This design comes from an exercise in tuning for small area on the open sky130 flow, not from production work. The RTL was checked by simulation tests, not by an equivalence proof against the original design. Power figures rest on the tool's default switching activity, not on a simulated workload.

**design/flow/config.mk**
```make
export PLATFORM = sky130hd
export DESIGN_NAME = PanelDisplay
export DESIGN_NICKNAME = PanelDisplay
export VERILOG_FILES = /design/flow/design.v
export SDC_FILE = /design/flow/constraint.sdc
export NUM_CORES = 4
export LEC_CHECK = 0
export CAP_MARGIN = 20
export CORE_MARGIN = 2
export CORE_UTILIZATION = 40
export SLEW_MARGIN = 20
```
**design/flow/constraint.sdc**
```tcl
create_clock -name core_clock -period 10.0 [get_ports {clk}]
set_input_delay 2.0000 -clock core_clock [delete_from_list [all_inputs] [get_ports {clk}]]
set_output_delay 2.0000 -clock core_clock [all_outputs]
set_load 0.01 [all_outputs]
```
**design/flow/design.v**
```verilog
module PanelDisplay (
input logic clk,
input logic rst,
input logic button_up,
input logic button_dn,
input logic button_r,
input logic button_l,
input logic switch,
output logic [5:0] P1_Score,
output logic [5:0] P2_Score,
output logic hsync,
output logic vsync,
output logic move_enable,
output logic [3:0] red,
output logic [3:0] green,
output logic [3:0] blue);
reg [4:0] L;    
reg [6:0] A;    
reg [3:0] U;    
reg [6:0] T;    
wire [3:0] B = L[4:1];
wire Lend = L[4] & L[1] & L[0];             
wire hend = A[6] & A[5] & A[3] & L[0];      
wire Uend = U[3] & U[0];                    
wire vend = T[6] & T[1] & U[2] & U[1];      
always_ff @(posedge clk) begin
  L <= rst ? 5'd1 : (Lend | hend) ? 5'd0 : L + 5'd1;
  A <= (rst | hend) ? 7'd0 : A + {6'd0, Lend};
  U <= (rst | (hend & (Uend | vend))) ? 4'd0 : U + {3'd0, hend};
  T <= (rst | (hend & vend)) ? 7'd0 : T + {6'd0, hend & Uend};
end
assign hsync = ~(A[6] & (A[5] | (A[4] & A[3] & A[2])));      
assign vsync = ~(T[6] & T[1]);                               
assign move_enable = T[6] & T[1] & (U[2:0] == 3'd0) & (A == 7'd0) & (L == 5'd1);
wire mv = move_enable & switch;
reg cu1, cd1, cu2, cd2;
always_ff @(posedge clk)
  if (hend) {cu1, cd1, cu2, cd2} <= {button_up, button_l, button_r, button_dn};
reg [5:0] a;  reg hb;      
reg [4:0] s;  reg hv;      
reg move_r, move_u;
reg [4:0] t1; reg u18, u19;    
reg [4:0] t2; reg v28, v27;    
reg [5:0] counter1, counter2;
assign P1_Score = counter1;
assign P2_Score = counter2;
wire sel = T[6];
wire [4:0] Tin = sel ? s : T[4:0];
wire [3:0] Uin = sel ? {hv, 1'b0, ~hv, ~hv} : U;
wire lt7 = ~Uin[3] & ~(Uin[2] & Uin[1] & Uin[0]);
wire lt8 = ~Uin[3];
wire lt9 = ~(Uin[3] & Uin[0]);
wire eq8 = Uin[3] & ~Uin[0];
wire c1 = u18 ? lt8 : u19 ? lt9 : lt7;
wire c2 = v28 ? lt8 : v27 ? lt7 : 1'b0;
wire [4:0] d1 = Tin - t1 - {4'd0, c1};
wire [4:0] d2 = Tin - t2 - {4'd0, c2};
wire in1 = d1 <= 5'd8;
wire in2 = d2 <= 5'd8;
wire hit1 = in1 | (d1 >= 5'd30) | (d1 == 5'd9 & eq8 & u18);
wire hit2 = in2 | (d2 >= 5'd30) | (d2 == 5'd9 & eq8 & v28);
wire coll = move_r ? (a == 6'd62 & hb) : (a == 6'd26 & ~hb);
wire hit  = move_r ? hit2 : hit1;
wire miss = coll & ~hit;
wire wall = ~coll & (move_u ? (s == 5'd18 & ~hv) : (s == 5'd11 & hv));
wire hstep = mv | (coll & hit);
wire hplus = move_r ^ coll;
wire vstep = mv | wall;
wire vplus = ~(move_u ^ wall);
always_ff @(posedge clk) begin
  if (rst | miss) begin
    a <= 6'd45; hb <= 1'b0; s <= 5'd31; hv <= 1'b0;
  end else begin
    if (hstep) begin
      hb <= ~hb;
      if (hb == hplus) a <= hplus ? a + 6'd1 : a - 6'd1;
    end
    if (vstep) begin
      hv <= ~hv;
      if (hv == vplus) s <= vplus ? s + 5'd1 : s - 5'd1;
    end
  end
  if (rst) begin
    move_r <= 1'b0; move_u <= 1'b1;
  end else begin
    if (coll & hit) move_r <= ~move_r;
    if (wall) move_u <= ~move_u;
  end
  if (rst) counter1 <= 6'd0;
  else if (miss & move_r) counter1 <= counter1 + 6'd1;
  if (rst) counter2 <= 6'd0;
  else if (miss & ~move_r) counter2 <= counter2 + 6'd1;
end
wire lo1 = (t1 == 5'd17) | (t1 == 5'd18 & ~u19);         
wire hi1 = (t1 == 5'd5) | (t1 == 5'd4 & (u18 | u19));    
always_ff @(posedge clk) begin
  if (rst) begin
    t1 <= 5'd27; u18 <= 1'b1; u19 <= 1'b0;            
  end else if ((button_up ^ button_l) & mv) begin
    if (~lo1 & ~hi1) begin
      if (cu1) t1 <= t1 + 5'd1;
      else if (cd1) t1 <= t1 - 5'd1;
    end else if (lo1 & cu1) begin
      t1 <= 5'd21; u18 <= 1'b0; u19 <= 1'b1;           
    end else if (hi1 & cd1) begin
      t1 <= 5'd4; u18 <= 1'b0; u19 <= 1'b0;            
    end
  end
end
wire lo2 = (t2 == 5'd18);                                
wire hi2 = (t2 == 5'd5) | (t2 == 5'd4 & v28);            
always_ff @(posedge clk) begin
  if (rst) begin
    t2 <= 5'd27; v28 <= 1'b1; v27 <= 1'b0;            
  end else if ((button_dn ^ button_r) & mv) begin
    if (~lo2 & ~hi2) begin
      if (cu2) t2 <= t2 + 5'd1;
      else if (cd2) t2 <= t2 - 5'd1;
    end else if (lo2 & cu2) begin
      t2 <= 5'd19; v28 <= 1'b0; v27 <= 1'b0;           
    end else if (hi2 & cd2) begin
      t2 <= 5'd4; v28 <= 1'b0; v27 <= 1'b1;            
    end
  end
end
wire rowm = ~T[6] & (T[5] ^ T[4]);                       
wire ch  = hb | (~B[3] & ~(B[2] & (B[1] | B[0])));       
wire [6:0] dh = A - {1'b0, a} - {6'd0, ch};
wire cv  = hv ? ~U[3] : (~U[3] & ~U[2] & ~(U[1] & U[0]));  
wire [4:0] dv = T[4:0] - s - {4'd0, cv};
wire ball = (dh[6:1] == 6'd0) & (dv[4:1] == 4'd0) & rowm;
wire a26 = (A == 7'd26) & (B >= 4'd5);
wire pc1 = a26 | (A == 7'd27);                                   
wire pc2 = ((A == 7'd64) & (B == 4'd9)) | (A == 7'd65) | ((A == 7'd66) & (B <= 4'd3));  
wire cb  = a26 | ((A >= 7'd27) & (A <= 7'd65)) | ((A == 7'd66) & (B <= 4'd4));          
wire rb  = ((T == 7'd17) & (U >= 4'd3)) | ((T == 7'd18) & (U <= 4'd7)) | ((T == 7'd45) & (U >= 4'd8))
         | (T == 7'd46) | ((T == 7'd47) & (U <= 4'd2));
wire pix = ball | (rb & cb) | (rowm & ((pc1 & in1) | (pc2 & in2)));
assign red = {4{pix}};
assign green = {4{pix}};
assign blue = {4{pix}};
endmodule
```
**design/flow/run.sh**
```bash
#!/bin/bash
# synth_recipe.tcl (not shown) runs the flow's synth.tcl, then flattens the netlist and writes it again
# the make line also repeats each setting of config.mk as NAME=value (left out here)
make -C /OpenROAD-flow-scripts/flow DESIGN_CONFIG=/design/flow/config.mk WORK_HOME=/design/flow/orfs CLKGATE_MAP_FILE= SYNTH_SCRIPT=/design/flow/synth_recipe.tcl finish
```
==> impl_summary.log <==
INFO  metric grt_most_used_layer = met2
INFO  metric ys_dominant_reg_cell = dfxtp_1
INFO  metric run_status = timing/DRC/antenna clean
INFO  metric final_cells = 828
INFO  metric min_period = 6609 ps
INFO  metric dr.pass1.iters = 7
INFO  metric maxSlewHeadroom = 45.37%
INFO  metric synth_top_cell_by_area = dfxtp_1
INFO  metric grt_use_met1 = 23.25%
INFO  metric setup_violations = 0
INFO  metric drc = 0
INFO  metric total_leakage_power = 2.311 nW
INFO  metric synth_top_area_share = 23.93%
INFO  metric cap_viol_max_count = 0
INFO  metric place.detailed.instances = 812
INFO  metric ios = 34
INFO  metric initialDrtViolationCount = 212
INFO  metric critical_path_depth_in_cells = 13
INFO  metric post-cts-setup-buffers = 0
INFO  metric clockBufferDepth = 2
INFO  metric groute.layer.met2.usage = 28.96%
INFO  metric cts_inserted_buffers = 9
INFO  metric timing.clock.skew = 6.550 ps
INFO  metric pwr-share-comb = 2.6%
INFO  metric critical_path.reg2reg.endpoint = counter2[4]
INFO  metric cp_max_fo = 16
INFO  metric half_perimeter_wire_length_after_detailed_placement = 9.368 mm
INFO  metric clock_tree.htree_level_count = 3
INFO  metric synth.net_count = 698
INFO  metric syn-mean-instance-area = 8.460 um^2
INFO  metric slew_violations = 0
INFO  metric startpoint = T[6]
INFO  metric antenna-diode-count = 0
INFO  metric worst-endpoint-arrival = 4610 ps
INFO  metric layout.cell_area.non_filler = 6023 um^2
INFO  metric ys_top_cells_by_count = dfxtp_1 (64), nor2_1 (56), inv_1 (52)
INFO  metric final.period_utilization = 66.09%
INFO  metric globalplace.congestion = 0.8888
INFO  metric initial_core_util = 40.76%
INFO  metric async_flop_share = 0%
INFO  metric tns = 0 ps
INFO  metric synthesis.yosys.warnings = 1
INFO  metric ys_types = 74
INFO  metric swShare = 22.35%
INFO  metric worstHoldPathType = reg2reg
INFO  metric timing.critical_path.to = red[0]
INFO  metric die_area = 14,330 um^2
INFO  metric reg2regPathDepth = 14
INFO  metric total_standard_cell_area_after_synthesis = 5355 um^2
INFO  metric worst_path_largest_cell_delay = 690 ps
INFO  metric via_count = 4,437
INFO  metric worst_skew_pair.late_latency = 340 ps
INFO  metric detail_route.wirelength = 12.24 mm
INFO  metric cellInternalPower = 473.0 uW
INFO  metric start_kind = flip-flop
INFO  metric grt_antenna_before_repair = 0
INFO  metric clock_sinks = 68
INFO  metric worst_pin_slew = 819.5 ps
INFO  metric die_width = 119.7 um
INFO  metric cts_root_buffer = clkbuf_16
INFO  metric unrepaired_setup_endpoints_after_global_routing = false
INFO  metric timing.hold.ws = 458.1 ps
INFO  metric std_cell_rows = 42
INFO  metric num-nets-final = 712
INFO  metric post-synth-top-count-cell = dfxtp_1
INFO  metric layout-drive-gt1-share = 6.135%
INFO  metric cp_top_family = compound AO/OA/AOI/OAI gates
INFO  metric netSwitchingPower = 136.2 uW
INFO  metric netlist_instances = 633
INFO  metric critPathCaptureType = output pin
INFO  metric p_per_area = 101.1 nW/um^2
INFO  metric filler_instances = 1,292
INFO  metric placed_area = 5725 um^2
INFO  metric detail_route.wl_per_cell = 14.78 um
INFO  metric final_antenna_net_count = 0
INFO  metric placement.io_buffers = 33
INFO  metric global_route_wire_length_before_repair = 20.19 mm
INFO  metric reg2reg_from = T[6]
INFO  metric fmaxAchievable = 0.1513 GHz
INFO  metric synth.yosys.seq_area_share = 26.17%
INFO  metric grt_ovf = 0
INFO  metric vdd_ir_drop_max = 63.30 uV
INFO  metric r2r_slack = 5660 ps
INFO  metric die_height = 119.7 um
INFO  metric number_of_global_route_vias_before_repair = 4,111
INFO  metric avgViaCountPerCell = 5.359
INFO  metric cpMaxStageDelayCell = dfxtp_1
INFO  metric grt_util_all_layers = 17.58%
INFO  metric cell_chain_critical_path = inv_1 -> a21oi_1 -> nand2_1 -> fa_1 -> fa_1 -> nand2b_1 -> a21oi_1 -> xnor2_2 -> nand3_1 -> o2bb2ai_1 -> a31oi_1 -> o31ai_2 -> clkdlybuf4s50_1
INFO  metric cts_tree = yes
INFO  metric synth_enable_flop_cells = 4
INFO  metric critPathBufInv = 2
INFO  metric path_class = reg2out
INFO  metric cp.required = 8000 ps
INFO  metric count_of_hold_fix_buffers_inserted_at_cts = 0
INFO  metric area_delta_synth_final = 12.48%
INFO  metric postCtsResizedCells = 0
INFO  metric clkPwrFrac = 51.9%
INFO  metric path_clk_slew = 60 ps
INFO  metric hold_violations = 0
INFO  metric grt_start_max_net_pins = 27
INFO  metric pwr-share-seq = 45.5%
INFO  metric grt_met3_usage = 3.755%
INFO  metric ys_seq_elements = 68
INFO  metric synth.top_cells.by_area = dfxtp_1 (24%), ha_1 (11%), xnor2_1 (6.4%), fa_1 (4.5%), nor2_1 (3.9%)
INFO  metric floorplan.core_area = 13,140 um^2
==> cell families after synthesis <==
| logic type | Yosys count | synth area share [%] |
|---|---|---|
| flip-flops | 68 | 26.17 |
| AND/OR/NAND/NOR | 216 | 21.14 |
| buffers and inverters | 87 | 7.453 |
| AO/OA/AOI/OAI | 129 | 16.40 |
| adder cells (fa/ha/maj) | 58 | 15.23 |
| multiplexers | 18 | 3.879 |
| XOR/XNOR | 57 | 9.720 |
==> how the worst min path moves through the flow <==
stage / startpoint / to / cells past startpoint
3_5_place_dp: L[0] / L[0] / 1
4_1_cts: L[0] / L[0] / 1
5_1_grt: L[0] / L[0] / 1
3_3_place_gp: L[0] / L[0] / 1
2_1_floorplan: L[0] / L[0] / 1
6_report: L[0] / L[0] / 1
==> metal layers <==
metal	vias to the layer above	part of all wire, %
met3	12	3.8
li1	2225	-
met5	-	0
met1	2111	48
met2	89	47
met4	0	1.2
==> state kept, by name, summed over array words and instances, names as in the netlist <==
name / flops
L: 5
cd1: 1
t2: 5
u19: 1
v28: 1
move_u: 1
T: 7
v27: 1
counter1: 6
hv: 1
cu2: 1
a: 6
counter2: 6
U: 4
hb: 1
t1: 5
s: 5
u18: 1
A: 7
cu1: 1
cd2: 1
move_r: 1
==> cell usage in the layout (no fill, tap or decap), types with 7 or more instances in the layout <==
| cell type | n |
|---|---|
| xor2_1 | 16 |
| a21o_1 | 12 |
| o21ai_0 | 30 |
| inv_1 | 52 |
| nand2b_1 | 9 |
| mux2i_1 | 10 |
| nor3_1 | 27 |
| fa_1 | 12 |
| nand3_1 | 16 |
| and2_1 | 8 |
| nor3b_1 | 8 |
| nand2_1 | 40 |
| clkbuf_16 | 9 |
| a211oi_1 | 8 |
| nor2_1 | 56 |
| xnor2_1 | 39 |
| dfxtp_1 | 64 |
| nand4_1 | 7 |
| ha_1 | 46 |
| clkdlybuf4s50_1 | 33 |
| a21oi_1 | 31 |
==> power by group through the flow <==
stage / clock [mW] / sequential, mW / combinational (mW)
3_3_place_gp: 0 / 0.283 / 0.0158
5_1_grt: 0.337 / 0.277 / 0.0180
2_1_floorplan: 0 / 0.283 / 0.0104
6_report: 0.316 / 0.277 / 0.0161
4_1_cts: 0.325 / 0.277 / 0.0163
3_5_place_dp: 0 / 0.283 / 0.0163
==> cell type report <==
| type | count | area (um^2) | area share (%) |
|---|---|---|---|
| Multi-Input combinational cell | 478 | 3560 | 59.10 |
| Clock buffer | 9 | 225.2 | 3.739 |
| Tap cell | 176 | 220.2 | 3.656 |
| Timing Repair Buffer | 34 | 337.8 | 5.609 |
| Clock inverter | 7 | 67.56 | 1.122 |
| Sequential cell | 68 | 1401 | 23.27 |
| Inverter | 56 | 211.5 | 3.511 |
==> stage by stage <==
step / setup slack, ps / power, mW / util [%]
finish: 3391 / 0.6092 / 45.85
global route: 2964 / 0.6320 / 45.85
CTS: 2988 / 0.6182 / 45.81
detailed placement: 3366 / 0.2995 / 43.58
global placement: 3578 / 0.2990 / 43.58
floorplan: 4445 / 0.2930 / -

==> static timing again, ports no longer ideal <==
The results above use ideal ports. As a check the final layout listed here was re-extracted and re-timed, cells and wires unchanged. Step 1: set_driving_cell puts a clkbuf_16 on clk and a buf_2 on each other input, an assumption about the parent block. Step 2 moves the port delays by t, midway between the first and last clock arrival at a register: inputs arrive t later, outputs are due t later. That takes back most of the time a late clock gives input paths. Three values: no drivers, after step 1, after step 2; two values: the first two.
t, ns: 0.377
setup WS [ns]: 3.391 / 3.351 / 3.727
hold slack, ns: 0.458 / 0.458 / 0.458
cell pins on the clock port's net: 1
After both steps this run still meets setup and hold. For this run, drivers alone change the setup slack by -0.040 ns; drivers and shift together by +0.336 ns.
